From an optimization exercise on the open Yosys and OpenROAD flow, aimed at small area, a short achievable clock period and few clock cycles; shortcuts taken in it are not production practice. At most, simulation tests tie the RTL to the original design; equivalence was not proved. For run 1, only the layout was checked, not whether the RTL still works.

==> flow/design.v, too long to show whole: its modules and the start of the top module <==
// module csi_fa: 7 lines
// module csi_ha: 7 lines
// module csi_top: 712 lines
module csi_top (
	input  logic        clk,
	input  logic        rst_n,
	input  logic        start,
	output logic [17:0] sram_addr,
	output logic [15:0] sram_wdata,
	output logic        sram_we_n,
	input  logic [15:0] sram_rdata,
	output logic        done
);
  // ...
==> flow/flow/run.sh <==
#!/bin/bash
# Standard ORFS layout; the I/O ports get a buf_2 as their port buffer.
set -euo pipefail
bash standard.sh "BUFFER_PORTS_ARGS=-buffer_cell sky130_fd_sc_hd__buf_2" finish > flow.log 2>&1
==> flow/standard.sh <==
#!/bin/bash
# synth_recipe.tcl (not shown) runs the flow's synth.tcl, then flattens the netlist and writes it again
# the make line also repeats each setting of config.mk as NAME=value (left out here)
make -C /OpenROAD-flow-scripts/flow DESIGN_CONFIG=/design/flow/config.mk WORK_HOME=/design/flow/orfs CLKGATE_MAP_FILE= SYNTH_SCRIPT=/design/flow/synth_recipe.tcl "${@:-finish}"
==> flow/config.mk <==
export PLATFORM = sky130hd
export DESIGN_NAME = csi_top
export DESIGN_NICKNAME = csi_top
export VERILOG_FILES = /design/flow/design.v
export SDC_FILE = /design/flow/constraint.sdc
export NUM_CORES = 4
export LEC_CHECK = 0
export CAP_MARGIN = 20
export CORE_MARGIN = 2
export CORE_UTILIZATION = 40
export PLACE_DENSITY = 0.6
export SLEW_MARGIN = 20
export SYNTH_HIERARCHICAL = 1
export SYNTH_MINIMUM_KEEP_SIZE = 0
==> flow/constraint.sdc <==
create_clock -name core_clock -period 17.0 [get_ports {clk}]
set_input_delay 3.4000 -clock core_clock [delete_from_list [all_inputs] [get_ports {clk}]]
set_output_delay 3.4000 -clock core_clock [all_outputs]
set_load 0.01 [all_outputs]
==> out/results.txt, run 1 <==
CP arrival: 1210 ps
Largest family of logic cells by synthesized area: adder cells
Layout cells sized above 1: 11.3%
Synth area leaders: edfxtp_1 23%, fa_1 22%, dfxtp_1 17%, ha_1 8.6%, xnor2_1 2.3%
Post-placement cell area: 0.0218 mm2
DP Cell Count: 2358
Bufs w/o clock: 65
Setup ws final: 12390 ps
Setup bufs post-CTS: 0
Finished layout cell area: 0.0230 mm2
Reg with most FFs: L
Post-route ant nets: 0
Area of the multi-input gates: 0.0116 mm2
Warnings from Yosys: 8
Period minus WS final: 4610 ps
Multi-input gates: 1148
Post-synthesis sequential area ratio: 40.8%
Synth Area in Simple Gates: 8.85%
Synthesis-to-layout area growth: 10.4%
Largest cell class: multi-input combinational cells
Critical path required time: 13600 ps
Max Cap Violations: 0
Outcome: finished clean
Period utilisation layout: 27.1%
Gr usage total: 17.6%
Crit path max-delay family: flip-flops
Yosys cell types: 71
Buf/Inv on CP: 1
Most common cell after layout, fill and taps aside: fa_1
Post-Synthesis Cell Area: 0.0208 mm2
Wire length of the first global-routing pass: 74000 um
RR Startpoint: ib[3]
CP startpoint kind: register
Total I/O pin count: 55
Slowest cell on the critical path: dfstp_2
Largest register FFs: 88
Die Span X: 232 um
Worst Max-Slew Pin Slew: 1000 ps
Multi-input gate share of the layout cell area: 50.5%
Top flop regs: L x88, sram_addr x18, wc x18
# rows: 83
==> module csi_top, before the edit <==
module csi_top (
	input  logic        clk,
	input  logic        rst_n,
	input  logic        start,
	output logic [17:0] sram_addr,
	output logic [15:0] sram_wdata,
	output logic        sram_we_n,
	input  logic [15:0] sram_rdata,
	output logic        done
);
localparam logic [17:0] U_BASE   = 18'd38400;
localparam logic [17:0] V_BASE   = 18'd57600;
localparam logic [17:0] RGB_BASE = 18'd146944;
localparam logic [15:0] C_END    = 16'd38406;
logic        run;
logic [4:0]  ph;        
logic [15:0] c;         
logic [7:0]  col;       
logic [17:0] wc;        
wire wact = (|c[15:3]) | (c[2] & c[1]);    
logic [7:0]  uh, ul, vh, vl;
logic [7:0]  L [0:10];
wire [7:0] ins  = ph[0] ? (c[0] ? vl : vh) : (c[0] ? ul : uh);
wire       head = (col == 8'd0);
wire t157 = (col == 8'd157);
wire t158 = (col == 8'd158);
wire t159 = (col == 8'd159);
wire [7:0] tp1 = t159 ? L[6] : L[4];
wire [7:0] tp2 = t159 ? L[6] : (t158 ? L[4] : L[2]);
wire [7:0] tp3 = t159 ? L[6] : (t158 ? L[4] : (t157 ? L[2] : L[0]));
logic [8:0] ia, ib, ic;
logic [8:0] uo, vo;
wire  [16:0] it_s, it_c;
wire it_n1 = ~ia[0];
wire it_n2, it_n3;
csi_ha u_it_n2 (.a(ia[1]), .b(ia[3]), .s(it_n2), .co(it_n3));
wire it_n4, it_n5;
csi_ha u_it_n4 (.a(ia[0]), .b(~ia[5]), .s(it_n4), .co(it_n5));
wire it_n6 = ~(ia[1] ^ ~ia[6]);
wire it_n7 = ia[1] | ~ia[6];
wire it_n8, it_n9;
csi_fa u_it_n8 (.a(~ib[0]), .b(ib[3]), .c(ib[4]), .s(it_n8), .co(it_n9));
wire it_n10, it_n11;
csi_fa u_it_n10 (.a(ia[2]), .b(~ia[7]), .c(~ib[1]), .s(it_n10), .co(it_n11));
wire it_n12, it_n13;
csi_fa u_it_n12 (.a(ib[4]), .b(ib[5]), .c(ic[3]), .s(it_n12), .co(it_n13));
wire it_n14, it_n15;
csi_ha u_it_n14 (.a(ic[5]), .b(ic[7]), .s(it_n14), .co(it_n15));
wire it_n16, it_n17;
csi_fa u_it_n16 (.a(~ia[8]), .b(~ib[2]), .c(ib[5]), .s(it_n16), .co(it_n17));
wire it_n18, it_n19;
csi_fa u_it_n18 (.a(ib[6]), .b(ic[4]), .c(ic[6]), .s(it_n18), .co(it_n19));
wire it_n20, it_n21;
csi_fa u_it_n20 (.a(ic[8]), .b(ia[0]), .c(it_n2), .s(it_n20), .co(it_n21));
wire it_n22 = ~(ia[2] ^ ia[4]);
wire it_n23 = ia[2] | ia[4];
wire it_n24, it_n25;
csi_fa u_it_n24 (.a(~ib[3]), .b(ib[6]), .c(ib[7]), .s(it_n24), .co(it_n25));
wire it_n26, it_n27;
csi_fa u_it_n26 (.a(ic[5]), .b(ic[7]), .c(it_n3), .s(it_n26), .co(it_n27));
wire it_n28 = ~(ia[3] ^ ia[5]);
wire it_n29 = ia[3] | ia[5];
wire it_n30, it_n31;
csi_fa u_it_n30 (.a(~ib[4]), .b(ib[7]), .c(ib[8]), .s(it_n30), .co(it_n31));
wire it_n32, it_n33;
csi_ha u_it_n32 (.a(ic[6]), .b(ic[8]), .s(it_n32), .co(it_n33));
wire it_n34 = ~(ia[4] ^ ia[6]);
wire it_n35 = ia[4] | ia[6];
wire it_n36, it_n37;
csi_ha u_it_n36 (.a(~ib[5]), .b(ib[8]), .s(it_n36), .co(it_n37));
wire it_n38 = ~ia[5];
wire it_n39, it_n40;
csi_ha u_it_n39 (.a(~ia[3]), .b(ib[0]), .s(it_n39), .co(it_n40));
wire it_n41, it_n42;
csi_fa u_it_n41 (.a(~ia[4]), .b(ib[1]), .c(ib[2]), .s(it_n41), .co(it_n42));
wire it_n43, it_n44;
csi_ha u_it_n43 (.a(ic[0]), .b(ic[2]), .s(it_n43), .co(it_n44));
wire it_n45, it_n46;
csi_fa u_it_n45 (.a(ib[2]), .b(ib[3]), .c(ic[1]), .s(it_n45), .co(it_n46));
wire it_n47, it_n48;
csi_fa u_it_n47 (.a(ic[3]), .b(ic[5]), .c(it_n4), .s(it_n47), .co(it_n48));
wire it_n49, it_n50;
csi_fa u_it_n49 (.a(ic[2]), .b(ic[4]), .c(ic[6]), .s(it_n49), .co(it_n50));
wire it_n51, it_n52;
csi_fa u_it_n51 (.a(it_n6), .b(it_n5), .c(it_n8), .s(it_n51), .co(it_n52));
wire it_n53, it_n54;
csi_fa u_it_n53 (.a(it_n1), .b(it_n10), .c(it_n12), .s(it_n53), .co(it_n54));
wire it_n55, it_n56;
csi_fa u_it_n55 (.a(it_n7), .b(it_n14), .c(it_n9), .s(it_n55), .co(it_n56));
wire it_n57, it_n58;
csi_fa u_it_n57 (.a(it_n16), .b(it_n18), .c(it_n20), .s(it_n57), .co(it_n58));
wire it_n59, it_n60;
csi_fa u_it_n59 (.a(it_n15), .b(it_n11), .c(it_n13), .s(it_n59), .co(it_n60));
wire it_n61, it_n62;
csi_fa u_it_n61 (.a(it_n22), .b(it_n24), .c(it_n26), .s(it_n61), .co(it_n62));
wire it_n63, it_n64;
csi_fa u_it_n63 (.a(it_n17), .b(it_n19), .c(it_n21), .s(it_n63), .co(it_n64));
wire it_n65, it_n66;
csi_fa u_it_n65 (.a(it_n28), .b(it_n32), .c(it_n30), .s(it_n65), .co(it_n66));
wire it_n67, it_n68;
csi_fa u_it_n67 (.a(it_n23), .b(it_n25), .c(it_n27), .s(it_n67), .co(it_n68));
wire it_n69, it_n70;
csi_fa u_it_n69 (.a(ic[7]), .b(it_n34), .c(it_n36), .s(it_n69), .co(it_n70));
wire it_n71, it_n72;
csi_fa u_it_n71 (.a(it_n29), .b(it_n33), .c(it_n31), .s(it_n71), .co(it_n72));
wire it_n73, it_n74;
csi_fa u_it_n73 (.a(ia[7]), .b(~ib[6]), .c(ic[8]), .s(it_n73), .co(it_n74));
wire it_n75, it_n76;
csi_fa u_it_n75 (.a(it_n38), .b(it_n35), .c(it_n37), .s(it_n75), .co(it_n76));
wire it_n77 = ~(ia[6] ^ ia[8]);
wire it_n78 = ia[6] | ia[8];
wire it_n79, it_n80;
csi_ha u_it_n79 (.a(~ib[7]), .b(ia[5]), .s(it_n79), .co(it_n80));
wire it_n81 = ~ia[7];
wire it_n82, it_n83;
csi_ha u_it_n82 (.a(~ia[2]), .b(ib[0]), .s(it_n82), .co(it_n83));
wire it_n84, it_n85;
csi_fa u_it_n84 (.a(ib[1]), .b(ic[1]), .c(ic[3]), .s(it_n84), .co(it_n85));
wire it_n86, it_n87;
csi_fa u_it_n86 (.a(ic[4]), .b(it_n43), .c(it_n41), .s(it_n86), .co(it_n87));
wire it_n88, it_n89;
csi_fa u_it_n88 (.a(it_n42), .b(it_n45), .c(it_n47), .s(it_n88), .co(it_n89));
wire it_n90, it_n91;
csi_fa u_it_n90 (.a(it_n46), .b(it_n49), .c(it_n51), .s(it_n90), .co(it_n91));
wire it_n92, it_n93;
csi_fa u_it_n92 (.a(it_n50), .b(it_n55), .c(it_n53), .s(it_n92), .co(it_n93));
wire it_n94, it_n95;
csi_fa u_it_n94 (.a(it_n59), .b(it_n54), .c(it_n57), .s(it_n94), .co(it_n95));
wire it_n96, it_n97;
csi_fa u_it_n96 (.a(it_n61), .b(it_n63), .c(it_n58), .s(it_n96), .co(it_n97));
wire it_n98, it_n99;
csi_fa u_it_n98 (.a(it_n65), .b(it_n62), .c(it_n67), .s(it_n98), .co(it_n99));
wire it_n100, it_n101;
csi_fa u_it_n100 (.a(it_n69), .b(it_n71), .c(it_n66), .s(it_n100), .co(it_n101));
wire it_n102, it_n103;
csi_fa u_it_n102 (.a(it_n73), .b(it_n70), .c(it_n75), .s(it_n102), .co(it_n103));
wire it_n104, it_n105;
csi_fa u_it_n104 (.a(it_n77), .b(it_n79), .c(it_n74), .s(it_n104), .co(it_n105));
wire it_n106, it_n107;
csi_fa u_it_n106 (.a(~ib[8]), .b(it_n81), .c(it_n78), .s(it_n106), .co(it_n107));
wire it_n108 = ~ia[8];
wire it_n109 = ~~ia[0];
wire it_n110, it_n111;
csi_ha u_it_n110 (.a(~ia[1]), .b(ic[1]), .s(it_n110), .co(it_n111));
wire it_n112, it_n113;
csi_fa u_it_n112 (.a(ic[0]), .b(ic[2]), .c(it_n82), .s(it_n112), .co(it_n113));
wire it_n114, it_n115;
csi_fa u_it_n114 (.a(it_n83), .b(it_n39), .c(it_n84), .s(it_n114), .co(it_n115));
wire it_n116, it_n117;
csi_fa u_it_n116 (.a(it_n40), .b(it_n85), .c(it_n86), .s(it_n116), .co(it_n117));
wire it_n118, it_n119;
csi_fa u_it_n118 (.a(it_n44), .b(it_n87), .c(it_n88), .s(it_n118), .co(it_n119));
wire it_n120, it_n121;
csi_fa u_it_n120 (.a(it_n48), .b(it_n89), .c(it_n90), .s(it_n120), .co(it_n121));
wire it_n122, it_n123;
csi_fa u_it_n122 (.a(it_n52), .b(it_n91), .c(it_n92), .s(it_n122), .co(it_n123));
wire it_n124, it_n125;
csi_fa u_it_n124 (.a(it_n56), .b(it_n93), .c(it_n94), .s(it_n124), .co(it_n125));
wire it_n126, it_n127;
csi_fa u_it_n126 (.a(it_n60), .b(it_n95), .c(it_n96), .s(it_n126), .co(it_n127));
wire it_n128, it_n129;
csi_fa u_it_n128 (.a(it_n64), .b(it_n98), .c(it_n97), .s(it_n128), .co(it_n129));
wire it_n130, it_n131;
csi_fa u_it_n130 (.a(it_n68), .b(it_n100), .c(it_n99), .s(it_n130), .co(it_n131));
wire it_n132, it_n133;
csi_fa u_it_n132 (.a(it_n72), .b(it_n102), .c(it_n101), .s(it_n132), .co(it_n133));
wire it_n134, it_n135;
csi_fa u_it_n134 (.a(it_n76), .b(it_n104), .c(it_n103), .s(it_n134), .co(it_n135));
wire it_n136, it_n137;
csi_fa u_it_n136 (.a(it_n80), .b(it_n106), .c(it_n105), .s(it_n136), .co(it_n137));
wire it_n138, it_n139;
csi_fa u_it_n138 (.a(ia[7]), .b(it_n108), .c(it_n107), .s(it_n138), .co(it_n139));
wire it_n140 = ~ia[8];
assign it_s = {it_n140, it_n138, it_n136, it_n134, it_n132, it_n130, it_n128, it_n126, it_n124, it_n122, it_n120, it_n118, it_n116, it_n114, it_n112, it_n110, ic[0]};
assign it_c = {it_n139, it_n137, it_n135, it_n133, it_n131, it_n129, it_n127, it_n125, it_n123, it_n121, it_n119, it_n117, it_n115, it_n113, it_n111, ~ia[0], it_n109};
wire [16:0] isum = it_s + it_c;
wire [8:0]  ires = isum[16:8];
function automatic logic [8:0] ex(input logic [7:0] s);    
	ex = {s[7], ~s[7], s[6:0]};
endfunction
logic [7:0] ycur, ylo;         
logic [8:0] xcur;              
logic       selb;              
logic [8:0] gnu, gnv;          
wire [7:0]  rb_y = ycur;
wire [8:0]  rb_x = xcur;
wire        rb_selb = selb;
wire [7:0]  g_y = ycur;
wire [8:0]  g_nu = gnu;
wire [8:0]  g_nv = gnv;
wire [26:0] rbt_s, rbt_c, gt_s, gt_c;
wire rbt_n1 = ~~rb_y[6];
wire rbt_n2, rbt_n3;
csi_ha u_rbt_n2 (.a(rb_y[0]), .b(~rb_y[7]), .s(rbt_n2), .co(rbt_n3));
wire rbt_n4, rbt_n5;
csi_fa u_rbt_n4 (.a(rb_y[0]), .b(rb_y[2]), .c(rb_x[4]), .s(rbt_n4), .co(rbt_n5));
wire rbt_n6, rbt_n7;
csi_fa u_rbt_n6 (.a(rb_y[1]), .b(rb_y[3]), .c(rb_x[5]), .s(rbt_n6), .co(rbt_n7));
wire rbt_n8, rbt_n9;
csi_fa u_rbt_n8 (.a(rb_y[0]), .b(rb_y[2]), .c(rb_y[4]), .s(rbt_n8), .co(rbt_n9));
wire rbt_n10 = ~(rb_y[1] ^ rb_y[3]);
wire rbt_n11 = rb_y[1] | rb_y[3];
wire rbt_n12, rbt_n13;
csi_ha u_rbt_n12 (.a(rb_y[5]), .b(rb_x[7]), .s(rbt_n12), .co(rbt_n13));
wire rbt_n14 = ~(rb_y[2] ^ rb_y[4]);
wire rbt_n15 = rb_y[2] | rb_y[4];
wire rbt_n16, rbt_n17;
csi_fa u_rbt_n16 (.a(rb_y[6]), .b(rb_x[8]), .c((rb_selb ? rb_x[5] : rb_x[0])), .s(rbt_n16), .co(rbt_n17));
wire rbt_n18, rbt_n19;
csi_fa u_rbt_n18 (.a(rb_y[0]), .b(rb_y[3]), .c(rb_y[5]), .s(rbt_n18), .co(rbt_n19));
wire rbt_n20, rbt_n21;
csi_fa u_rbt_n20 (.a(rb_y[7]), .b((~rb_selb & rb_x[0])), .c((rb_selb ? rb_x[6] : rb_x[1])), .s(rbt_n20), .co(rbt_n21));
wire rbt_n22, rbt_n23;
csi_fa u_rbt_n22 (.a(rb_y[1]), .b(rb_y[4]), .c(rb_y[6]), .s(rbt_n22), .co(rbt_n23));
wire rbt_n24, rbt_n25;
csi_ha u_rbt_n24 (.a((rb_selb ? rb_x[0] : rb_x[1])), .b((rb_selb ? rb_x[7] : rb_x[2])), .s(rbt_n24), .co(rbt_n25));
wire rbt_n26, rbt_n27;
csi_fa u_rbt_n26 (.a(rb_y[2]), .b(rb_y[5]), .c(rb_y[7]), .s(rbt_n26), .co(rbt_n27));
wire rbt_n28, rbt_n29;
csi_fa u_rbt_n28 (.a((rb_selb ? rb_x[1] : rb_x[2])), .b((rb_selb ? rb_x[8] : rb_x[3])), .c((~rb_selb & rb_x[6])), .s(rbt_n28), .co(rbt_n29));
wire rbt_n30, rbt_n31;
csi_fa u_rbt_n30 (.a(rb_y[3]), .b(rb_y[6]), .c((rb_selb ? rb_x[2] : rb_x[3])), .s(rbt_n30), .co(rbt_n31));
wire rbt_n32, rbt_n33;
csi_ha u_rbt_n32 (.a((~rb_selb & rb_x[4])), .b((~rb_selb & rb_x[7])), .s(rbt_n32), .co(rbt_n33));
wire rbt_n34, rbt_n35;
csi_fa u_rbt_n34 (.a(rb_y[4]), .b(rb_y[7]), .c((rb_selb ? rb_x[3] : rb_x[4])), .s(rbt_n34), .co(rbt_n35));
wire rbt_n36, rbt_n37;
csi_ha u_rbt_n36 (.a(~rb_y[2]), .b(rb_x[0]), .s(rbt_n36), .co(rbt_n37));
wire rbt_n38, rbt_n39;
csi_fa u_rbt_n38 (.a(~rb_y[3]), .b(rb_x[1]), .c(rb_x[4]), .s(rbt_n38), .co(rbt_n39));
wire rbt_n40 = ~(~rb_y[4] ^ rb_x[2]);
wire rbt_n41 = ~rb_y[4] | rb_x[2];
wire rbt_n42, rbt_n43;
csi_ha u_rbt_n42 (.a(rb_x[5]), .b(rb_x[6]), .s(rbt_n42), .co(rbt_n43));
wire rbt_n44, rbt_n45;
csi_fa u_rbt_n44 (.a(~rb_y[5]), .b(rb_x[0]), .c(rb_x[3]), .s(rbt_n44), .co(rbt_n45));
wire rbt_n46, rbt_n47;
csi_fa u_rbt_n46 (.a(rb_x[6]), .b(rb_x[7]), .c((rb_selb & rb_x[4])), .s(rbt_n46), .co(rbt_n47));
wire rbt_n48, rbt_n49;
csi_fa u_rbt_n48 (.a(rb_x[1]), .b(rb_x[4]), .c(rb_x[7]), .s(rbt_n48), .co(rbt_n49));
wire rbt_n50, rbt_n51;
csi_fa u_rbt_n50 (.a(rb_x[8]), .b((rb_selb & rb_x[5])), .c(rbt_n1), .s(rbt_n50), .co(rbt_n51));
wire rbt_n52, rbt_n53;
csi_fa u_rbt_n52 (.a(rb_x[2]), .b(rb_x[5]), .c(rb_x[8]), .s(rbt_n52), .co(rbt_n53));
wire rbt_n54, rbt_n55;
csi_fa u_rbt_n54 (.a((rb_selb & rb_x[6])), .b(~rb_y[6]), .c(rbt_n2), .s(rbt_n54), .co(rbt_n55));
wire rbt_n56, rbt_n57;
csi_fa u_rbt_n56 (.a(rb_y[1]), .b(rb_x[3]), .c(rb_x[6]), .s(rbt_n56), .co(rbt_n57));
wire rbt_n58, rbt_n59;
csi_fa u_rbt_n58 (.a((rb_selb & rb_x[0])), .b((rb_selb & rb_x[7])), .c(rbt_n3), .s(rbt_n58), .co(rbt_n59));
wire rbt_n60, rbt_n61;
csi_fa u_rbt_n60 (.a(rb_x[7]), .b((rb_selb & rb_x[1])), .c((rb_selb & rb_x[8])), .s(rbt_n60), .co(rbt_n61));
wire rbt_n62, rbt_n63;
csi_fa u_rbt_n62 (.a((~rb_selb & rb_x[0])), .b(~rb_selb), .c(rbt_n4), .s(rbt_n62), .co(rbt_n63));
wire rbt_n64, rbt_n65;
csi_fa u_rbt_n64 (.a(rb_x[8]), .b((rb_selb & rb_x[2])), .c((~rb_selb & rb_x[0])), .s(rbt_n64), .co(rbt_n65));
wire rbt_n66, rbt_n67;
csi_fa u_rbt_n66 (.a((~rb_selb & rb_x[1])), .b(rbt_n5), .c(rbt_n6), .s(rbt_n66), .co(rbt_n67));
wire rbt_n68, rbt_n69;
csi_fa u_rbt_n68 (.a(rb_x[6]), .b((rb_selb & rb_x[3])), .c((~rb_selb & rb_x[1])), .s(rbt_n68), .co(rbt_n69));
wire rbt_n70, rbt_n71;
csi_fa u_rbt_n70 (.a((~rb_selb & rb_x[2])), .b(rbt_n7), .c(rbt_n8), .s(rbt_n70), .co(rbt_n71));
wire rbt_n72, rbt_n73;
csi_fa u_rbt_n72 (.a((rb_selb & rb_x[4])), .b((~rb_selb & rb_x[2])), .c((~rb_selb & rb_x[3])), .s(rbt_n72), .co(rbt_n73));
wire rbt_n74, rbt_n75;
csi_fa u_rbt_n74 (.a(rbt_n10), .b(rbt_n12), .c(rbt_n9), .s(rbt_n74), .co(rbt_n75));
wire rbt_n76, rbt_n77;
csi_fa u_rbt_n76 (.a((~rb_selb & rb_x[3])), .b((~rb_selb & rb_x[4])), .c(rbt_n14), .s(rbt_n76), .co(rbt_n77));
wire rbt_n78, rbt_n79;
csi_fa u_rbt_n78 (.a(rbt_n11), .b(rbt_n13), .c(rbt_n16), .s(rbt_n78), .co(rbt_n79));
wire rbt_n80, rbt_n81;
csi_fa u_rbt_n80 (.a((~rb_selb & rb_x[4])), .b((~rb_selb & rb_x[5])), .c(rbt_n18), .s(rbt_n80), .co(rbt_n81));
wire rbt_n82, rbt_n83;
csi_fa u_rbt_n82 (.a(rbt_n15), .b(rbt_n17), .c(rbt_n20), .s(rbt_n82), .co(rbt_n83));
wire rbt_n84, rbt_n85;
csi_fa u_rbt_n84 (.a((~rb_selb & rb_x[5])), .b((~rb_selb & rb_x[6])), .c(rbt_n22), .s(rbt_n84), .co(rbt_n85));
wire rbt_n86, rbt_n87;
csi_fa u_rbt_n86 (.a(rbt_n24), .b(rbt_n19), .c(rbt_n21), .s(rbt_n86), .co(rbt_n87));
wire rbt_n88, rbt_n89;
csi_fa u_rbt_n88 (.a((~rb_selb & rb_x[7])), .b(~rb_selb), .c(rbt_n26), .s(rbt_n88), .co(rbt_n89));
wire rbt_n90, rbt_n91;
csi_fa u_rbt_n90 (.a(rbt_n25), .b(rbt_n23), .c(rbt_n28), .s(rbt_n90), .co(rbt_n91));
wire rbt_n92, rbt_n93;
csi_fa u_rbt_n92 (.a((~rb_selb & rb_x[8])), .b(rb_selb), .c(rbt_n30), .s(rbt_n92), .co(rbt_n93));
wire rbt_n94, rbt_n95;
csi_fa u_rbt_n94 (.a(rbt_n32), .b(rbt_n27), .c(rbt_n29), .s(rbt_n94), .co(rbt_n95));
wire rbt_n96, rbt_n97;
csi_fa u_rbt_n96 (.a((~rb_selb & rb_x[5])), .b((~rb_selb & rb_x[8])), .c(~rb_selb), .s(rbt_n96), .co(rbt_n97));
wire rbt_n98, rbt_n99;
csi_fa u_rbt_n98 (.a(rbt_n33), .b(rbt_n31), .c(rbt_n34), .s(rbt_n98), .co(rbt_n99));
wire rbt_n100, rbt_n101;
csi_fa u_rbt_n100 (.a(rb_y[5]), .b((rb_selb ? rb_x[4] : rb_x[5])), .c((~rb_selb & rb_x[6])), .s(rbt_n100), .co(rbt_n101));
wire rbt_n102, rbt_n103;
csi_ha u_rbt_n102 (.a(rb_selb), .b(rbt_n35), .s(rbt_n102), .co(rbt_n103));
wire rbt_n104 = ~(rb_y[6] ^ (rb_selb ? rb_x[5] : rb_x[6]));
wire rbt_n105 = rb_y[6] | (rb_selb ? rb_x[5] : rb_x[6]);
wire rbt_n106, rbt_n107;
csi_ha u_rbt_n106 (.a(rb_y[7]), .b((rb_selb ? rb_x[6] : rb_x[7])), .s(rbt_n106), .co(rbt_n107));
wire rbt_n108 = ~~rb_y[0];
wire rbt_n109, rbt_n110;
csi_fa u_rbt_n109 (.a(~rb_y[1]), .b(rb_x[2]), .c(rb_x[3]), .s(rbt_n109), .co(rbt_n110));
wire rbt_n111, rbt_n112;
csi_fa u_rbt_n111 (.a(rb_x[3]), .b(rb_x[4]), .c((rb_selb & rb_x[1])), .s(rbt_n111), .co(rbt_n112));
wire rbt_n113, rbt_n114;
csi_fa u_rbt_n113 (.a(rb_x[5]), .b((rb_selb & rb_x[2])), .c(rbt_n38), .s(rbt_n113), .co(rbt_n114));
wire rbt_n115, rbt_n116;
csi_fa u_rbt_n115 (.a((rb_selb & rb_x[3])), .b(rbt_n40), .c(rbt_n42), .s(rbt_n115), .co(rbt_n116));
wire rbt_n117, rbt_n118;
csi_fa u_rbt_n117 (.a(rbt_n41), .b(rbt_n44), .c(rbt_n46), .s(rbt_n117), .co(rbt_n118));
wire rbt_n119, rbt_n120;
csi_fa u_rbt_n119 (.a(rbt_n45), .b(rbt_n48), .c(rbt_n50), .s(rbt_n119), .co(rbt_n120));
wire rbt_n121, rbt_n122;
csi_fa u_rbt_n121 (.a(rbt_n49), .b(rbt_n52), .c(rbt_n54), .s(rbt_n121), .co(rbt_n122));
wire rbt_n123, rbt_n124;
csi_fa u_rbt_n123 (.a(rbt_n53), .b(rbt_n56), .c(rbt_n58), .s(rbt_n123), .co(rbt_n124));
wire rbt_n125, rbt_n126;
csi_fa u_rbt_n125 (.a(rbt_n57), .b(rbt_n60), .c(rbt_n62), .s(rbt_n125), .co(rbt_n126));
wire rbt_n127, rbt_n128;
csi_fa u_rbt_n127 (.a(rbt_n61), .b(rbt_n64), .c(rbt_n66), .s(rbt_n127), .co(rbt_n128));
wire rbt_n129, rbt_n130;
csi_fa u_rbt_n129 (.a(rbt_n65), .b(rbt_n68), .c(rbt_n70), .s(rbt_n129), .co(rbt_n130));
wire rbt_n131, rbt_n132;
csi_fa u_rbt_n131 (.a(rbt_n69), .b(rbt_n72), .c(rbt_n74), .s(rbt_n131), .co(rbt_n132));
wire rbt_n133, rbt_n134;
csi_fa u_rbt_n133 (.a(rbt_n73), .b(rbt_n76), .c(rbt_n78), .s(rbt_n133), .co(rbt_n134));
wire rbt_n135, rbt_n136;
csi_fa u_rbt_n135 (.a(rbt_n77), .b(rbt_n80), .c(rbt_n82), .s(rbt_n135), .co(rbt_n136));
wire rbt_n137, rbt_n138;
csi_fa u_rbt_n137 (.a(rbt_n81), .b(rbt_n84), .c(rbt_n86), .s(rbt_n137), .co(rbt_n138));
wire rbt_n139, rbt_n140;
csi_fa u_rbt_n139 (.a(rbt_n85), .b(rbt_n88), .c(rbt_n90), .s(rbt_n139), .co(rbt_n140));
wire rbt_n141, rbt_n142;
csi_fa u_rbt_n141 (.a(rbt_n89), .b(rbt_n92), .c(rbt_n94), .s(rbt_n141), .co(rbt_n142));
wire rbt_n143, rbt_n144;
csi_fa u_rbt_n143 (.a(rbt_n96), .b(rbt_n93), .c(rbt_n98), .s(rbt_n143), .co(rbt_n144));
wire rbt_n145, rbt_n146;
csi_fa u_rbt_n145 (.a(rbt_n97), .b(rbt_n100), .c(rbt_n102), .s(rbt_n145), .co(rbt_n146));
wire rbt_n147, rbt_n148;
csi_fa u_rbt_n147 (.a((~rb_selb & rb_x[7])), .b(rbt_n104), .c(rbt_n101), .s(rbt_n147), .co(rbt_n148));
wire rbt_n149, rbt_n150;
csi_fa u_rbt_n149 (.a((~rb_selb & rb_x[8])), .b(rb_selb), .c(rbt_n106), .s(rbt_n149), .co(rbt_n150));
wire rbt_n151, rbt_n152;
csi_ha u_rbt_n151 (.a((rb_selb ? rb_x[7] : rb_x[8])), .b(rb_selb), .s(rbt_n151), .co(rbt_n152));
wire rbt_n153, rbt_n154;
csi_ha u_rbt_n153 (.a(rb_x[1]), .b(rb_x[2]), .s(rbt_n153), .co(rbt_n154));
wire rbt_n155, rbt_n156;
csi_fa u_rbt_n155 (.a((rb_selb & rb_x[0])), .b(~rb_y[0]), .c(rbt_n109), .s(rbt_n155), .co(rbt_n156));
wire rbt_n157, rbt_n158;
csi_fa u_rbt_n157 (.a(rbt_n36), .b(rbt_n110), .c(rbt_n111), .s(rbt_n157), .co(rbt_n158));
wire rbt_n159, rbt_n160;
csi_fa u_rbt_n159 (.a(rbt_n37), .b(rbt_n112), .c(rbt_n113), .s(rbt_n159), .co(rbt_n160));
wire rbt_n161, rbt_n162;
csi_fa u_rbt_n161 (.a(rbt_n39), .b(rbt_n115), .c(rbt_n114), .s(rbt_n161), .co(rbt_n162));
wire rbt_n163, rbt_n164;
csi_fa u_rbt_n163 (.a(rbt_n43), .b(rbt_n116), .c(rbt_n117), .s(rbt_n163), .co(rbt_n164));
wire rbt_n165, rbt_n166;
csi_fa u_rbt_n165 (.a(rbt_n47), .b(rbt_n118), .c(rbt_n119), .s(rbt_n165), .co(rbt_n166));
wire rbt_n167, rbt_n168;
csi_fa u_rbt_n167 (.a(rbt_n51), .b(rbt_n120), .c(rbt_n121), .s(rbt_n167), .co(rbt_n168));
wire rbt_n169, rbt_n170;
csi_fa u_rbt_n169 (.a(rbt_n55), .b(rbt_n123), .c(rbt_n122), .s(rbt_n169), .co(rbt_n170));
wire rbt_n171, rbt_n172;
csi_fa u_rbt_n171 (.a(rbt_n59), .b(rbt_n124), .c(rbt_n125), .s(rbt_n171), .co(rbt_n172));
wire rbt_n173, rbt_n174;
csi_fa u_rbt_n173 (.a(rbt_n63), .b(rbt_n126), .c(rbt_n127), .s(rbt_n173), .co(rbt_n174));
wire rbt_n175, rbt_n176;
csi_fa u_rbt_n175 (.a(rbt_n67), .b(rbt_n128), .c(rbt_n129), .s(rbt_n175), .co(rbt_n176));
wire rbt_n177, rbt_n178;
csi_fa u_rbt_n177 (.a(rbt_n71), .b(rbt_n131), .c(rbt_n130), .s(rbt_n177), .co(rbt_n178));
wire rbt_n179, rbt_n180;
csi_fa u_rbt_n179 (.a(rbt_n75), .b(rbt_n132), .c(rbt_n133), .s(rbt_n179), .co(rbt_n180));
wire rbt_n181, rbt_n182;
csi_fa u_rbt_n181 (.a(rbt_n79), .b(rbt_n134), .c(rbt_n135), .s(rbt_n181), .co(rbt_n182));
wire rbt_n183, rbt_n184;
csi_fa u_rbt_n183 (.a(rbt_n83), .b(rbt_n136), .c(rbt_n137), .s(rbt_n183), .co(rbt_n184));
wire rbt_n185, rbt_n186;
csi_fa u_rbt_n185 (.a(rbt_n87), .b(rbt_n138), .c(rbt_n139), .s(rbt_n185), .co(rbt_n186));
wire rbt_n187, rbt_n188;
csi_fa u_rbt_n187 (.a(rbt_n91), .b(rbt_n140), .c(rbt_n141), .s(rbt_n187), .co(rbt_n188));
wire rbt_n189, rbt_n190;
csi_fa u_rbt_n189 (.a(rbt_n95), .b(rbt_n143), .c(rbt_n142), .s(rbt_n189), .co(rbt_n190));
wire rbt_n191, rbt_n192;
csi_fa u_rbt_n191 (.a(rbt_n99), .b(rbt_n145), .c(rbt_n144), .s(rbt_n191), .co(rbt_n192));
wire rbt_n193, rbt_n194;
csi_fa u_rbt_n193 (.a(rbt_n103), .b(rbt_n147), .c(rbt_n146), .s(rbt_n193), .co(rbt_n194));
wire rbt_n195, rbt_n196;
csi_fa u_rbt_n195 (.a(rbt_n105), .b(rbt_n149), .c(rbt_n148), .s(rbt_n195), .co(rbt_n196));
wire rbt_n197, rbt_n198;
csi_fa u_rbt_n197 (.a(rbt_n107), .b(rbt_n151), .c(rbt_n150), .s(rbt_n197), .co(rbt_n198));
wire rbt_n199, rbt_n200;
csi_fa u_rbt_n199 (.a((rb_selb & rb_x[8])), .b(~rb_selb), .c(rbt_n152), .s(rbt_n199), .co(rbt_n200));
assign rbt_s = {1'b1, rbt_n199, rbt_n197, rbt_n195, rbt_n193, rbt_n191, rbt_n189, rbt_n187, rbt_n185, rbt_n183, rbt_n181, rbt_n179, rbt_n177, rbt_n175, rbt_n173, rbt_n171, rbt_n169, rbt_n167, rbt_n165, rbt_n163, rbt_n161, rbt_n159, rbt_n157, rbt_n155, rbt_n108, rb_x[0], rb_x[0]};
assign rbt_c = {rbt_n200, rbt_n198, rbt_n196, rbt_n194, rbt_n192, rbt_n190, rbt_n188, rbt_n186, rbt_n184, rbt_n182, rbt_n180, rbt_n178, rbt_n176, rbt_n174, rbt_n172, rbt_n170, rbt_n168, rbt_n166, rbt_n164, rbt_n162, rbt_n160, rbt_n158, rbt_n156, rbt_n154, rbt_n153, rb_x[1], 1'b0};
wire gt_n1, gt_n2;
csi_ha u_gt_n1 (.a(g_y[0]), .b(g_y[3]), .s(gt_n1), .co(gt_n2));
wire gt_n3 = ~(g_y[1] ^ g_y[4]);
wire gt_n4 = g_y[1] | g_y[4];
wire gt_n5, gt_n6;
csi_ha u_gt_n5 (.a(g_y[2]), .b(g_y[5]), .s(gt_n5), .co(gt_n6));
wire gt_n7 = ~g_y[1];
wire gt_n8, gt_n9;
csi_fa u_gt_n8 (.a(g_y[0]), .b(g_y[2]), .c(g_y[4]), .s(gt_n8), .co(gt_n9));
wire gt_n10 = ~(g_y[1] ^ g_y[3]);
wire gt_n11 = g_y[1] | g_y[3];
wire gt_n12, gt_n13;
csi_fa u_gt_n12 (.a(g_y[5]), .b(g_nu[0]), .c(g_nu[1]), .s(gt_n12), .co(gt_n13));
wire gt_n14, gt_n15;
csi_fa u_gt_n14 (.a(g_y[2]), .b(g_y[4]), .c(g_y[6]), .s(gt_n14), .co(gt_n15));
wire gt_n16, gt_n17;
csi_fa u_gt_n16 (.a(g_nu[1]), .b(g_nu[2]), .c(g_nu[5]), .s(gt_n16), .co(gt_n17));
wire gt_n18, gt_n19;
csi_ha u_gt_n18 (.a(g_nv[0]), .b(g_nv[1]), .s(gt_n18), .co(gt_n19));
wire gt_n20, gt_n21;
csi_fa u_gt_n20 (.a(g_y[5]), .b(g_y[7]), .c(g_nu[2]), .s(gt_n20), .co(gt_n21));
wire gt_n22, gt_n23;
csi_fa u_gt_n22 (.a(g_nu[3]), .b(g_nu[6]), .c(g_nv[1]), .s(gt_n22), .co(gt_n23));
wire gt_n24, gt_n25;
csi_fa u_gt_n24 (.a(g_nv[2]), .b(g_nv[4]), .c(gt_n1), .s(gt_n24), .co(gt_n25));
wire gt_n26, gt_n27;
csi_fa u_gt_n26 (.a(g_y[6]), .b(g_nu[3]), .c(g_nu[4]), .s(gt_n26), .co(gt_n27));
wire gt_n28, gt_n29;
csi_fa u_gt_n28 (.a(g_nu[7]), .b(g_nv[2]), .c(g_nv[3]), .s(gt_n28), .co(gt_n29));
wire gt_n30, gt_n31;
csi_fa u_gt_n30 (.a(g_nv[5]), .b(gt_n3), .c(gt_n2), .s(gt_n30), .co(gt_n31));
wire gt_n32, gt_n33;
csi_fa u_gt_n32 (.a(g_y[7]), .b(g_nu[4]), .c(g_nu[5]), .s(gt_n32), .co(gt_n33));
wire gt_n34, gt_n35;
csi_fa u_gt_n34 (.a(g_nu[8]), .b(g_nv[3]), .c(g_nv[4]), .s(gt_n34), .co(gt_n35));
wire gt_n36, gt_n37;
csi_fa u_gt_n36 (.a(g_nv[6]), .b(gt_n4), .c(gt_n5), .s(gt_n36), .co(gt_n37));
wire gt_n38 = ~(g_y[3] ^ g_y[6]);
wire gt_n39 = g_y[3] | g_y[6];
wire gt_n40, gt_n41;
csi_fa u_gt_n40 (.a(g_nu[5]), .b(g_nu[6]), .c(g_nv[4]), .s(gt_n40), .co(gt_n41));
wire gt_n42, gt_n43;
csi_fa u_gt_n42 (.a(g_nv[5]), .b(g_nv[7]), .c(gt_n6), .s(gt_n42), .co(gt_n43));
wire gt_n44 = ~(g_y[4] ^ g_y[7]);
wire gt_n45 = g_y[4] | g_y[7];
wire gt_n46, gt_n47;
csi_fa u_gt_n46 (.a(g_nu[6]), .b(g_nu[7]), .c(g_nv[5]), .s(gt_n46), .co(gt_n47));
wire gt_n48, gt_n49;
csi_ha u_gt_n48 (.a(g_nv[6]), .b(g_nv[8]), .s(gt_n48), .co(gt_n49));
wire gt_n50 = ~(g_y[5] ^ g_nu[7]);
wire gt_n51 = g_y[5] | g_nu[7];
wire gt_n52, gt_n53;
csi_ha u_gt_n52 (.a(g_nu[8]), .b(g_nv[6]), .s(gt_n52), .co(gt_n53));
wire gt_n54 = ~~g_y[2];
wire gt_n55 = ~(~g_y[3] ^ g_nu[1]);
wire gt_n56 = ~g_y[3] | g_nu[1];
wire gt_n57, gt_n58;
csi_ha u_gt_n57 (.a(g_nu[2]), .b(g_nv[0]), .s(gt_n57), .co(gt_n58));
wire gt_n59 = ~(~g_y[4] ^ g_nu[2]);
wire gt_n60 = ~g_y[4] | g_nu[2];
wire gt_n61, gt_n62;
csi_fa u_gt_n61 (.a(g_nu[3]), .b(g_nv[1]), .c(g_nv[6]), .s(gt_n61), .co(gt_n62));
wire gt_n63, gt_n64;
csi_fa u_gt_n63 (.a(~g_y[5]), .b(g_nu[3]), .c(g_nu[4]), .s(gt_n63), .co(gt_n64));
wire gt_n65, gt_n66;
csi_ha u_gt_n65 (.a(g_nv[2]), .b(g_nv[7]), .s(gt_n65), .co(gt_n66));
wire gt_n67 = ~(~g_y[6] ^ g_nu[4]);
wire gt_n68 = ~g_y[6] | g_nu[4];
wire gt_n69, gt_n70;
csi_fa u_gt_n69 (.a(g_nu[5]), .b(g_nv[3]), .c(g_nv[8]), .s(gt_n69), .co(gt_n70));
wire gt_n71 = ~(g_y[0] ^ ~g_y[7]);
wire gt_n72 = g_y[0] | ~g_y[7];
wire gt_n73, gt_n74;
csi_fa u_gt_n73 (.a(g_nu[5]), .b(g_nu[6]), .c(g_nv[4]), .s(gt_n73), .co(gt_n74));
wire gt_n75 = ~(g_y[1] ^ g_nu[0]);
wire gt_n76 = g_y[1] | g_nu[0];
wire gt_n77, gt_n78;
csi_fa u_gt_n77 (.a(g_nu[6]), .b(g_nu[7]), .c(g_nv[5]), .s(gt_n77), .co(gt_n78));
wire gt_n79, gt_n80;
csi_fa u_gt_n79 (.a(g_y[0]), .b(g_y[2]), .c(g_nu[1]), .s(gt_n79), .co(gt_n80));
wire gt_n81, gt_n82;
csi_fa u_gt_n81 (.a(g_nu[7]), .b(g_nu[8]), .c(g_nv[6]), .s(gt_n81), .co(gt_n82));
wire gt_n83, gt_n84;
csi_fa u_gt_n83 (.a(g_y[3]), .b(g_nu[2]), .c(g_nu[8]), .s(gt_n83), .co(gt_n84));
wire gt_n85, gt_n86;
csi_fa u_gt_n85 (.a(g_nv[0]), .b(g_nv[7]), .c(gt_n7), .s(gt_n85), .co(gt_n86));
wire gt_n87, gt_n88;
csi_fa u_gt_n87 (.a(g_nu[0]), .b(g_nu[3]), .c(g_nv[1]), .s(gt_n87), .co(gt_n88));
wire gt_n89, gt_n90;
csi_fa u_gt_n89 (.a(g_nv[8]), .b(g_y[1]), .c(gt_n8), .s(gt_n89), .co(gt_n90));
wire gt_n91, gt_n92;
csi_fa u_gt_n91 (.a(g_nu[4]), .b(g_nv[0]), .c(g_nv[2]), .s(gt_n91), .co(gt_n92));
wire gt_n93, gt_n94;
csi_fa u_gt_n93 (.a(gt_n10), .b(gt_n9), .c(gt_n12), .s(gt_n93), .co(gt_n94));
wire gt_n95, gt_n96;
csi_fa u_gt_n95 (.a(g_nv[3]), .b(gt_n14), .c(gt_n16), .s(gt_n95), .co(gt_n96));
wire gt_n97, gt_n98;
csi_fa u_gt_n97 (.a(gt_n11), .b(gt_n18), .c(gt_n13), .s(gt_n97), .co(gt_n98));
wire gt_n99, gt_n100;
csi_fa u_gt_n99 (.a(gt_n20), .b(gt_n22), .c(gt_n24), .s(gt_n99), .co(gt_n100));
wire gt_n101, gt_n102;
csi_fa u_gt_n101 (.a(gt_n19), .b(gt_n15), .c(gt_n17), .s(gt_n101), .co(gt_n102));
wire gt_n103, gt_n104;
csi_fa u_gt_n103 (.a(gt_n26), .b(gt_n28), .c(gt_n30), .s(gt_n103), .co(gt_n104));
wire gt_n105, gt_n106;
csi_fa u_gt_n105 (.a(gt_n21), .b(gt_n23), .c(gt_n25), .s(gt_n105), .co(gt_n106));
wire gt_n107, gt_n108;
csi_fa u_gt_n107 (.a(gt_n32), .b(gt_n34), .c(gt_n36), .s(gt_n107), .co(gt_n108));
wire gt_n109, gt_n110;
csi_fa u_gt_n109 (.a(gt_n27), .b(gt_n29), .c(gt_n31), .s(gt_n109), .co(gt_n110));
wire gt_n111, gt_n112;
csi_fa u_gt_n111 (.a(gt_n38), .b(gt_n40), .c(gt_n42), .s(gt_n111), .co(gt_n112));
wire gt_n113, gt_n114;
csi_fa u_gt_n113 (.a(gt_n33), .b(gt_n35), .c(gt_n37), .s(gt_n113), .co(gt_n114));
wire gt_n115, gt_n116;
csi_fa u_gt_n115 (.a(gt_n44), .b(gt_n48), .c(gt_n46), .s(gt_n115), .co(gt_n116));
wire gt_n117, gt_n118;
csi_fa u_gt_n117 (.a(gt_n39), .b(gt_n41), .c(gt_n43), .s(gt_n117), .co(gt_n118));
wire gt_n119, gt_n120;
csi_fa u_gt_n119 (.a(g_nv[7]), .b(gt_n50), .c(gt_n52), .s(gt_n119), .co(gt_n120));
wire gt_n121, gt_n122;
csi_fa u_gt_n121 (.a(gt_n45), .b(gt_n49), .c(gt_n47), .s(gt_n121), .co(gt_n122));
wire gt_n123, gt_n124;
csi_fa u_gt_n123 (.a(g_y[6]), .b(g_nu[8]), .c(g_nv[7]), .s(gt_n123), .co(gt_n124));
wire gt_n125, gt_n126;
csi_fa u_gt_n125 (.a(g_nv[8]), .b(gt_n51), .c(gt_n53), .s(gt_n125), .co(gt_n126));
wire gt_n127 = ~g_y[7];
wire gt_n128 = ~~g_y[1];
wire gt_n129, gt_n130;
csi_fa u_gt_n129 (.a(g_nu[0]), .b(g_nu[1]), .c(g_nv[4]), .s(gt_n129), .co(gt_n130));
wire gt_n131, gt_n132;
csi_fa u_gt_n131 (.a(g_nv[5]), .b(gt_n55), .c(gt_n57), .s(gt_n131), .co(gt_n132));
wire gt_n133, gt_n134;
csi_fa u_gt_n133 (.a(gt_n59), .b(gt_n56), .c(gt_n61), .s(gt_n133), .co(gt_n134));
wire gt_n135, gt_n136;
csi_fa u_gt_n135 (.a(gt_n60), .b(gt_n65), .c(gt_n63), .s(gt_n135), .co(gt_n136));
wire gt_n137, gt_n138;
csi_fa u_gt_n137 (.a(gt_n67), .b(gt_n64), .c(gt_n69), .s(gt_n137), .co(gt_n138));
wire gt_n139, gt_n140;
csi_fa u_gt_n139 (.a(gt_n71), .b(gt_n68), .c(gt_n73), .s(gt_n139), .co(gt_n140));
wire gt_n141, gt_n142;
csi_fa u_gt_n141 (.a(gt_n75), .b(gt_n72), .c(gt_n77), .s(gt_n141), .co(gt_n142));
wire gt_n143, gt_n144;
csi_fa u_gt_n143 (.a(gt_n76), .b(gt_n79), .c(gt_n81), .s(gt_n143), .co(gt_n144));
wire gt_n145, gt_n146;
csi_fa u_gt_n145 (.a(gt_n80), .b(gt_n83), .c(gt_n85), .s(gt_n145), .co(gt_n146));
wire gt_n147, gt_n148;
csi_fa u_gt_n147 (.a(gt_n84), .b(gt_n87), .c(gt_n89), .s(gt_n147), .co(gt_n148));
wire gt_n149, gt_n150;
csi_fa u_gt_n149 (.a(gt_n88), .b(gt_n91), .c(gt_n93), .s(gt_n149), .co(gt_n150));
wire gt_n151, gt_n152;
csi_fa u_gt_n151 (.a(gt_n92), .b(gt_n97), .c(gt_n95), .s(gt_n151), .co(gt_n152));
wire gt_n153, gt_n154;
csi_fa u_gt_n153 (.a(gt_n101), .b(gt_n96), .c(gt_n99), .s(gt_n153), .co(gt_n154));
wire gt_n155, gt_n156;
csi_fa u_gt_n155 (.a(gt_n105), .b(gt_n100), .c(gt_n103), .s(gt_n155), .co(gt_n156));
wire gt_n157, gt_n158;
csi_fa u_gt_n157 (.a(gt_n109), .b(gt_n104), .c(gt_n107), .s(gt_n157), .co(gt_n158));
wire gt_n159, gt_n160;
csi_fa u_gt_n159 (.a(gt_n111), .b(gt_n113), .c(gt_n108), .s(gt_n159), .co(gt_n160));
wire gt_n161, gt_n162;
csi_fa u_gt_n161 (.a(gt_n115), .b(gt_n112), .c(gt_n117), .s(gt_n161), .co(gt_n162));
wire gt_n163, gt_n164;
csi_fa u_gt_n163 (.a(gt_n119), .b(gt_n121), .c(gt_n116), .s(gt_n163), .co(gt_n164));
wire gt_n165, gt_n166;
csi_fa u_gt_n165 (.a(gt_n123), .b(gt_n120), .c(gt_n125), .s(gt_n165), .co(gt_n166));
wire gt_n167, gt_n168;
csi_fa u_gt_n167 (.a(g_nv[8]), .b(gt_n127), .c(gt_n124), .s(gt_n167), .co(gt_n168));
wire gt_n169 = ~~g_y[0];
wire gt_n170, gt_n171;
csi_fa u_gt_n170 (.a(g_nu[0]), .b(g_nv[3]), .c(gt_n128), .s(gt_n170), .co(gt_n171));
wire gt_n172, gt_n173;
csi_fa u_gt_n172 (.a(~g_y[1]), .b(gt_n54), .c(gt_n129), .s(gt_n172), .co(gt_n173));
wire gt_n174, gt_n175;
csi_fa u_gt_n174 (.a(~g_y[2]), .b(gt_n130), .c(gt_n131), .s(gt_n174), .co(gt_n175));
wire gt_n176, gt_n177;
csi_fa u_gt_n176 (.a(gt_n58), .b(gt_n132), .c(gt_n133), .s(gt_n176), .co(gt_n177));
wire gt_n178, gt_n179;
csi_fa u_gt_n178 (.a(gt_n62), .b(gt_n134), .c(gt_n135), .s(gt_n178), .co(gt_n179));
wire gt_n180, gt_n181;
csi_fa u_gt_n180 (.a(gt_n66), .b(gt_n136), .c(gt_n137), .s(gt_n180), .co(gt_n181));
wire gt_n182, gt_n183;
csi_fa u_gt_n182 (.a(gt_n70), .b(gt_n139), .c(gt_n138), .s(gt_n182), .co(gt_n183));
wire gt_n184, gt_n185;
csi_fa u_gt_n184 (.a(gt_n74), .b(gt_n140), .c(gt_n141), .s(gt_n184), .co(gt_n185));
wire gt_n186, gt_n187;
csi_fa u_gt_n186 (.a(gt_n78), .b(gt_n142), .c(gt_n143), .s(gt_n186), .co(gt_n187));
wire gt_n188, gt_n189;
csi_fa u_gt_n188 (.a(gt_n82), .b(gt_n144), .c(gt_n145), .s(gt_n188), .co(gt_n189));
wire gt_n190, gt_n191;
csi_fa u_gt_n190 (.a(gt_n86), .b(gt_n146), .c(gt_n147), .s(gt_n190), .co(gt_n191));
wire gt_n192, gt_n193;
csi_fa u_gt_n192 (.a(gt_n90), .b(gt_n148), .c(gt_n149), .s(gt_n192), .co(gt_n193));
wire gt_n194, gt_n195;
csi_fa u_gt_n194 (.a(gt_n94), .b(gt_n150), .c(gt_n151), .s(gt_n194), .co(gt_n195));
wire gt_n196, gt_n197;
csi_fa u_gt_n196 (.a(gt_n98), .b(gt_n152), .c(gt_n153), .s(gt_n196), .co(gt_n197));
wire gt_n198, gt_n199;
csi_fa u_gt_n198 (.a(gt_n102), .b(gt_n154), .c(gt_n155), .s(gt_n198), .co(gt_n199));
wire gt_n200, gt_n201;
csi_fa u_gt_n200 (.a(gt_n106), .b(gt_n156), .c(gt_n157), .s(gt_n200), .co(gt_n201));
wire gt_n202, gt_n203;
csi_fa u_gt_n202 (.a(gt_n110), .b(gt_n158), .c(gt_n159), .s(gt_n202), .co(gt_n203));
wire gt_n204, gt_n205;
csi_fa u_gt_n204 (.a(gt_n114), .b(gt_n161), .c(gt_n160), .s(gt_n204), .co(gt_n205));
wire gt_n206, gt_n207;
csi_fa u_gt_n206 (.a(gt_n118), .b(gt_n163), .c(gt_n162), .s(gt_n206), .co(gt_n207));
wire gt_n208, gt_n209;
csi_fa u_gt_n208 (.a(gt_n122), .b(gt_n165), .c(gt_n164), .s(gt_n208), .co(gt_n209));
wire gt_n210, gt_n211;
csi_fa u_gt_n210 (.a(gt_n126), .b(gt_n167), .c(gt_n166), .s(gt_n210), .co(gt_n211));
wire gt_n212, gt_n213;
csi_ha u_gt_n212 (.a(g_y[7]), .b(gt_n168), .s(gt_n212), .co(gt_n213));
assign gt_s = {1'b1, 1'b1, gt_n212, gt_n210, gt_n208, gt_n206, gt_n204, gt_n202, gt_n200, gt_n198, gt_n196, gt_n194, gt_n192, gt_n190, gt_n188, gt_n186, gt_n184, gt_n182, gt_n180, gt_n178, gt_n176, gt_n174, gt_n172, gt_n170, g_nv[2], g_nv[1], 1'b1};
assign gt_c = {1'b0, gt_n213, gt_n211, gt_n209, gt_n207, gt_n205, gt_n203, gt_n201, gt_n199, gt_n197, gt_n195, gt_n193, gt_n191, gt_n189, gt_n187, gt_n185, gt_n183, gt_n181, gt_n179, gt_n177, gt_n175, gt_n173, gt_n171, ~g_y[0], gt_n169, 1'b0, g_nv[0]};
wire [16:0] rb_lo = {1'b0, rbt_s[15:0]} + {1'b0, rbt_c[15:0]};
wire [16:0] g_lo  = {1'b0, gt_s[15:0]} + {1'b0, gt_c[15:0]};
logic [10:0] rb_hs, rb_hc, g_hs, g_hc;
logic        rb_cy, g_cy;
function automatic logic [7:0] clip(input logic [10:0] h);   
	if (h[10])
		clip = 8'd0;
	else if (h[9] | h[8])
		clip = 8'd255;
	else
		clip = h[7:0];
endfunction
wire [10:0] rb_h = rb_hs + rb_hc + {10'd0, rb_cy};
wire [10:0] g_h  = g_hs + g_hc + {10'd0, g_cy};
wire [7:0]  rb   = clip(rb_h);
wire [7:0]  gg   = clip(g_h);
logic [7:0] bbuf;
always_ff @(posedge clk or negedge rst_n) begin
	if (!rst_n) begin
		run       <= 1'b0;
		done      <= 1'b0;
		sram_we_n <= 1'b1;
	end else begin
		sram_we_n <= ~(run & wact & (ph[1] | ph[3] | ph[4]));
		if (!run) begin
			if (start) begin
				run  <= 1'b1;
				done <= 1'b0;
			end
		end else if (ph[0] && c == C_END) begin
			run  <= 1'b0;
			done <= 1'b1;
		end
	end
end
always_ff @(posedge clk) begin
	if (!run) begin
		ph  <= 5'b00001;
		c   <= 16'd0;
		col <= 8'd155;
		wc  <= RGB_BASE;
	end else begin
		ph <= {ph[3:0], ph[4]};
		if (ph[4]) begin
			c   <= c + 16'd1;
			col <= (col == 8'd159) ? 8'd0 : col + 8'd1;
		end
		if (wact & (ph[1] | ph[3] | ph[4]))
			wc <= wc + 18'd1;
	end
end
always_ff @(posedge clk) begin
	if (ph[0])
		sram_addr <= {2'b00, c - 16'd5};
	else if (ph[2])
		sram_addr <= (c[0] ? U_BASE : V_BASE) + {3'b000, c[15:1]};
	else
		sram_addr <= wc;
	sram_wdata[15:8] <= ph[1] ? rb : (ph[3] ? bbuf : gg);
	sram_wdata[7:0]  <= ph[1] ? gg : rb;
	if (ph[2])
		bbuf <= rb;
end
always_ff @(posedge clk) begin
	if (ph[3]) begin
		ycur <= sram_rdata[15:8];
		ylo  <= sram_rdata[7:0];
	end else if (ph[1]) begin
		ycur <= ylo;
	end
	if (ph[0] & c[0])
		{vh, vl} <= sram_rdata;
	if (ph[0] & ~c[0])
		{uh, ul} <= sram_rdata;
	if (run & (ph[0] | ph[2])) begin
		L[0] <= ins;
		for (int i = 1; i <= 10; i++)
			L[i] <= L[i-1];
		if (head) begin
			L[8]  <= L[5];
			L[10] <= L[5];
		end
	end
end
always_ff @(posedge clk) begin
	xcur <= ph[4] ? ex(L[7]) : (ph[0] ? ex(L[6]) : (ph[1] ? vo : uo));
	selb <= ph[0] | ph[2];
	gnu  <= ~(ph[4] ? ex(L[6]) : uo);
	gnv  <= ~(ph[4] ? ex(L[7]) : vo);
	ia <= {1'b0, L[6]} + {1'b0, tp1};
	ib <= {1'b0, L[8]} + {1'b0, tp2};
	ic <= {1'b0, L[10]} + {1'b0, tp3};
	if (ph[3])
		vo <= ires;
	if (ph[4])
		uo <= ires;
	rb_hs <= rbt_s[26:16];
	rb_hc <= rbt_c[26:16];
	rb_cy <= rb_lo[16];
	g_hs  <= gt_s[26:16];
	g_hc  <= gt_c[26:16];
	g_cy  <= g_lo[16];
end
endmodule
==> inputs of run 2 (changes only) <==
--- a/flow/design.v
+++ b/flow/design.v
@@ -29,4 +29,5 @@
 localparam logic [17:0] RGB_BASE = 18'd146944;
-localparam logic [15:0] C_END    = 16'd38406;
+localparam logic [15:0] C_END    = 16'd38405;
 logic        run;
+logic        we;        
 logic [4:0]  ph;        
@@ -35,10 +36,8 @@
 logic [17:0] wc;        
-wire wact = (|c[15:3]) | (c[2] & c[1]);    
-logic [7:0]  uh, ul, vh, vl;
+wire wact = (|c[15:3]) | (c[2] & (c[1] | c[0]));    
+logic [7:0]  ul, vh, vl;
 logic [7:0]  L [0:10];
-wire [7:0] ins  = ph[0] ? (c[0] ? vl : vh) : (c[0] ? ul : uh);
-wire       head = (col == 8'd0);
-wire t157 = (col == 8'd157);
-wire t158 = (col == 8'd158);
-wire t159 = (col == 8'd159);
+wire [7:0] ins  = ph[0] ? (c[0] ? ul : sram_rdata[15:8]) : (c[0] ? vh : vl);
+logic      head, t157, t158, t159;    
+wire       hmod = (ph[0] & head) | (ph[4] & t159);    
 wire [7:0] tp1 = t159 ? L[6] : L[4];
@@ -47,3 +46,5 @@
 logic [8:0] ia, ib, ic;
-logic [8:0] uo, vo;
+wire [7:0] tm1 = L[8];
+wire [7:0] tm2 = L[10];
+wire [7:0] tp0 = L[6];
 wire  [16:0] it_s, it_c;
@@ -645,5 +646,5 @@
 		done      <= 1'b0;
-		sram_we_n <= 1'b1;
+		we   <= 1'b0;
 	end else begin
-		sram_we_n <= ~(run & wact & (ph[1] | ph[3] | ph[4]));
+		we   <= run & wact & (ph[1] | ph[3] | ph[4]);
 		if (!run) begin
@@ -663,3 +664,7 @@
 		c   <= 16'd0;
-		col <= 8'd155;
+		col  <= 8'd155;
+		head <= 1'b0;
+		t157 <= 1'b0;
+		t158 <= 1'b0;
+		t159 <= 1'b0;
 		wc  <= RGB_BASE;
@@ -668,4 +673,8 @@
 		if (ph[4]) begin
-			c   <= c + 16'd1;
-			col <= (col == 8'd159) ? 8'd0 : col + 8'd1;
+			c    <= c + 16'd1;
+			col  <= t159 ? 8'd0 : col + 8'd1;
+			head <= t159;
+			t157 <= (col == 8'd156);
+			t158 <= t157;
+			t159 <= t158;
 		end
@@ -675,5 +684,6 @@
 end
+assign sram_we_n = ~we;
 always_ff @(posedge clk) begin
 	if (ph[0])
-		sram_addr <= {2'b00, c - 16'd5};
+		sram_addr <= {2'b00, c - 16'd4};
 	else if (ph[2])
@@ -697,4 +707,4 @@
 	if (ph[0] & ~c[0])
-		{uh, ul} <= sram_rdata;
-	if (run & (ph[0] | ph[2])) begin
+		ul <= sram_rdata[7:0];
+	if (run & (ph[0] | ph[4])) begin
 		L[0] <= ins;
@@ -702,3 +712,3 @@
 			L[i] <= L[i-1];
-		if (head) begin
+		if (hmod) begin
 			L[8]  <= L[5];
@@ -709,13 +719,10 @@
 always_ff @(posedge clk) begin
-	xcur <= ph[4] ? ex(L[7]) : (ph[0] ? ex(L[6]) : (ph[1] ? vo : uo));
+	xcur <= (ph[4] | ph[0]) ? ex(L[5]) : ires;
 	selb <= ph[0] | ph[2];
-	gnu  <= ~(ph[4] ? ex(L[6]) : uo);
-	gnv  <= ~(ph[4] ? ex(L[7]) : vo);
-	ia <= {1'b0, L[6]} + {1'b0, tp1};
-	ib <= {1'b0, L[8]} + {1'b0, tp2};
-	ic <= {1'b0, L[10]} + {1'b0, tp3};
-	if (ph[3])
-		vo <= ires;
-	if (ph[4])
-		uo <= ires;
+	gnu  <= ~(ph[4] ? ex(L[4]) : ires);
+	if (ph[4] | ph[1])
+		gnv <= ~(ph[4] ? ex(L[5]) : ires);
+	ia <= {1'b0, tp0} + {1'b0, tp1};
+	ib <= {1'b0, tm1} + {1'b0, tp2};
+	ic <= {1'b0, tm2} + {1'b0, tp3};
 	rb_hs <= rbt_s[26:16];
==> flow/flow/run.sh (replaced) <==
#!/bin/bash
# Standard ORFS layout with buf_2 port buffers, a shallower clock tree (no
# intermediate buffers between the root and the sink-cluster buffers) and timing
# repair aimed at a 4.3 ns path delay. The constraints stay the design's.
set -euo pipefail
bash standard.sh "BUFFER_PORTS_ARGS=-buffer_cell sky130_fd_sc_hd__buf_2" SETUP_SLACK_MARGIN=12.7 \
  "CTS_ARGS=-sink_clustering_enable -repair_clock_nets -sink_clustering_size 30 -sink_clustering_max_diameter 100 -distance_between_buffers 400 -branching_point_buffers_distance 400" \
  finish > flow.log 2>&1
--- a/flow/config.mk
+++ b/flow/config.mk
@@ -9,4 +9,6 @@
 export CORE_MARGIN = 2
-export CORE_UTILIZATION = 40
-export PLACE_DENSITY = 0.6
+export CORE_UTILIZATION = 65
+export CTS_CLUSTER_DIAMETER = 100
+export CTS_CLUSTER_SIZE = 30
+export PLACE_DENSITY = 0.75
 export SLEW_MARGIN = 20
==> out/results.txt, run 2 <==
Worst Max-Slew Pin Slew: 1100 ps (was 1000 ps)
Reg with most FFs: L (unchanged)
Place WS: 12330 ps (was 12530 ps)
Vias per cell: 5.95 (was 5.16)
Final hold violation count: 0 (unchanged)
Largest register FFs: 88 (unchanged)
Drt first pass iters: 5 (unchanged)
Placer congestion estimate: 0.873 (was 0.880)
Post-synthesis sequential area ratio: 39.4% (was 40.8%)
Type of the tightest min-delay check: reg -> reg (unchanged)
Die Span X: 180 um (was 232 um)
Period utilisation layout: 26.1% (was 27.1%)
Most common cell after layout, fill and taps aside: fa_1 (unchanged)
Top flop regs: L x88, sram_addr x18, wc x18 (unchanged)
Critical path required time: 13600 ps (about the same)
WHS Path Cells: 0 (unchanged)
Top-area cell type share of the netlist area: 23.1% (was 23.3%)
Synthesis-to-layout area growth: 6.98% (was 10.4%)
Commonest non-fill, non-tap cells in the layout: 231 x fa_1, 159 x dfxtp_1, 145 x edfxtp_1 (was 231 x fa_1, 176 x dfxtp_1, 162 x edfxtp_1)
Gate count after technology mapping: 1649 (was 1667)
Cell breakdown of the critical path: buf_2 (unchanged)
Antenna diodes: 0 (unchanged)
CP startpoint kind: register (unchanged)
DRT Wirelength: 43100 um (was 46000 um)
Warnings from Yosys: 8 (unchanged)
Crit-path max FO: 2 (was 1)
Period minus WS final: 4450 ps (was 4610 ps)
Finished layout cell area: 0.0214 mm2 (was 0.0230 mm2)
Total I/O pin count: 55 (unchanged)
H-tree lvl count: 1 (was 2)
Core ar.: 0.0305 mm2 (was 0.0514 mm2)
Buf/Inv on CP: 1 (unchanged)
Initial core utilization: 65.7% (was 40.5%)
Gr ovfl total: 0 (unchanged)
Crit path max-delay family: flip-flops (unchanged)
Yosys cell types: 68 (was 71)
Via count: 12.5k (about the same)
Setup ws final: 12550 ps (was 12390 ps)
Gr usage total: 27.4% (was 17.6%)
Pin count of the biggest net entering global routing: 85 (was 89)
Synth area leaders: fa_1 23%, edfxtp_1 22%, dfxtp_1 17%, ha_1 9.1%, inv_1 2.5% (was edfxtp_1 23%, fa_1 22%, dfxtp_1 17%, ha_1 8.6%, xnor2_1 2.3%)
EDFF count, synth: 145 (was 162)
Outcome: finished clean (unchanged)
Setup TNS: 0 ps (unchanged)
Commonest cells post-synth: 231 x fa_1, 173 x dfxtp_1, 145 x edfxtp_1, 145 x ha_1, 134 x inv_1 (was 231 x fa_1, 178 x dfxtp_1, 162 x edfxtp_1, 144 x ha_1, 122 x inv_1)
Max Fclk: 225 MHz (was 217 MHz)
# rows: 64 (was 83)
Setup Crit Path Kind: reg -> out (unchanged)
Slowest cell on the critical path: dfrtp_1 (was dfstp_2)
Clock Skew: 21.4 ps (was 30.3 ps)
Post-route ant nets: 0 (unchanged)
Mean Syn Cell Area: 12.1 um2 (was 12.5 um2)
Antenna violations before repair: 0 (was 2)
Wire length of the first global-routing pass: 69800 um (was 74000 um)
Root buffer cell: clkbuf_16 (unchanged)
Layout cells sized above 1: 10.4% (was 11.3%)
DR DRC count: 0 (unchanged)
Yosys top cell by area: fa_1 (was edfxtp_1)
Post-placement cell area: 0.0207 mm2 (was 0.0218 mm2)
Post-Synthesis Cell Area: 0.0200 mm2 (was 0.0208 mm2)
Post-DP HPWL: 33200 um (was 35400 um)
RR Startpoint: ia[1] (was ib[3])
CTS tree: done (unchanged)
Max Cap Violations: 0 (unchanged)
CP arrival: 1050 ps (was 1210 ps)
FFs w/ async S/R, synth: 0.935% (was 0.875%)
==> run 2: cell types whose count changed after synthesis, moves of 10 or more <==
| cell | delta |
|---|---|
| mux2i_1 | -11 |
| edfxtp_1 | -17 |
| inv_1 | +12 |
| and2_1 | +14 |
| nor2b_1 | +10 |
| nand3_1 | -18 |
| mux2_2 | -10 |
==> run 2: final cells by class <==
cell class              instances  area, um2  share of cell area (%)
flip-flops and latches        321       7910                    36.9
clock inverters                 6       65.1                   0.304
clock buffers                  20        415                    1.94
multi-input cells            1147      11600                    54.1
repair buffers                 70        453                    2.11
well taps                     396        495                    2.31
inverters                     134        503                    2.35
==> run 2: how the worst max path moves through the flow <==
stage / from / endpoint / cells past startpoint
3_3_place_gp: ia[1] / gnv[6] / 13
6_report: done / done / 1
3_5_place_dp: ia[1] / gnv[6] / 13
4_1_cts: done / done / 1
2_1_floorplan: ia[1] / gnv[6] / 13
5_1_grt: ia[1] / gnv[6] / 13
==> run 2: per-module statistics from Yosys (local to each module, per instance) <==
module   cell area, um2  times used  cells inside
csi_ha             12.5          28             1
csi_top           15200           1          1398
csi_fa             20.0         223             1
==> run 2: stage by stage <==
stage / std cells / utilization [%] / hold WS [ps]
after floorplan: 1649 / - / 400
after global placement: 2063 / 67.8 / 401
after detailed placement: 2063 / 67.8 / 405
after CTS: 2091 / 69.7 / 423
after global routing: 2094 / 70.2 / 419
final: 2094 / 70.2 / 418
==> run 2: timing repair <==
item	in CTS	in global routing
setup buffers	2	3
pin swaps	4	7
setup endpoints to repair	53	54
endpoints found under the hold margin	0	0
gates resized for setup	19	36
==> run 2: cells by family (layout without fill, tap and decap cells) <==
logic type	count (synthesis)	count (layout)	synth area share, %
flip-flops	321	321	39.4
multiplexers	58	58	3.49
XOR/XNOR	80	80	3.50
adder cells (fa/ha/maj)	376	376	32.1
AND/OR/NAND/NOR	377	377	9.67
buffers and inverters	181	230	3.48
AO/OA/AOI/OAI	256	256	8.33
==> run 2: metal layers <==
| metal | up-vias | routed length (um) | global-route usage, % | share of wire, % |
|---|---|---|---|---|
| met5 | - | 0 | 0 | 0 |
| met4 | 0 | 1090 | 6.73 | 2.5 |
| met3 | 71 | 3030 | 4.56 | 7.0 |
| met2 | 438 | 19800 | 43.0 | 46 |
| met1 | 6219 | 19100 | 40.2 | 44 |
| li1 | 5725 | - | - | - |
Testbench counts of run 2, summed over its fixed seeds: cycles 2,304,324.

separate check: timing with driven ports:
In the flow no input, the clock included, has a driving cell. The finished layouts below were timed again as built, in two steps. Step 1 (the two cells are an assumption about what drives the block):
set clk [get_ports {clk}]
set_driving_cell -lib_cell sky130_fd_sc_hd__clkbuf_16 $clk
set_driving_cell -lib_cell sky130_fd_sc_hd__buf_2 [delete_from_list [all_inputs] $clk]
Step 2 also shifts input and output timing later by t, the mid clock arrival at the registers, as if the neighbouring blocks saw the same clock. a / b / c = no drivers / after step 1 / after step 2; a / b = the first two.
| run | t, ns | setup slack, ns | latest minus earliest clock arrival (ns) |
|---|---|---|---|
| run 1 | 0.613 | 12.389 / 12.333 / 12.569 | 0.032 / 0.032 |
| run 2 | 0.559 | 12.555 / 12.504 / 12.578 | 0.022 / 0.021 |
After both steps every run listed still meets setup and hold.
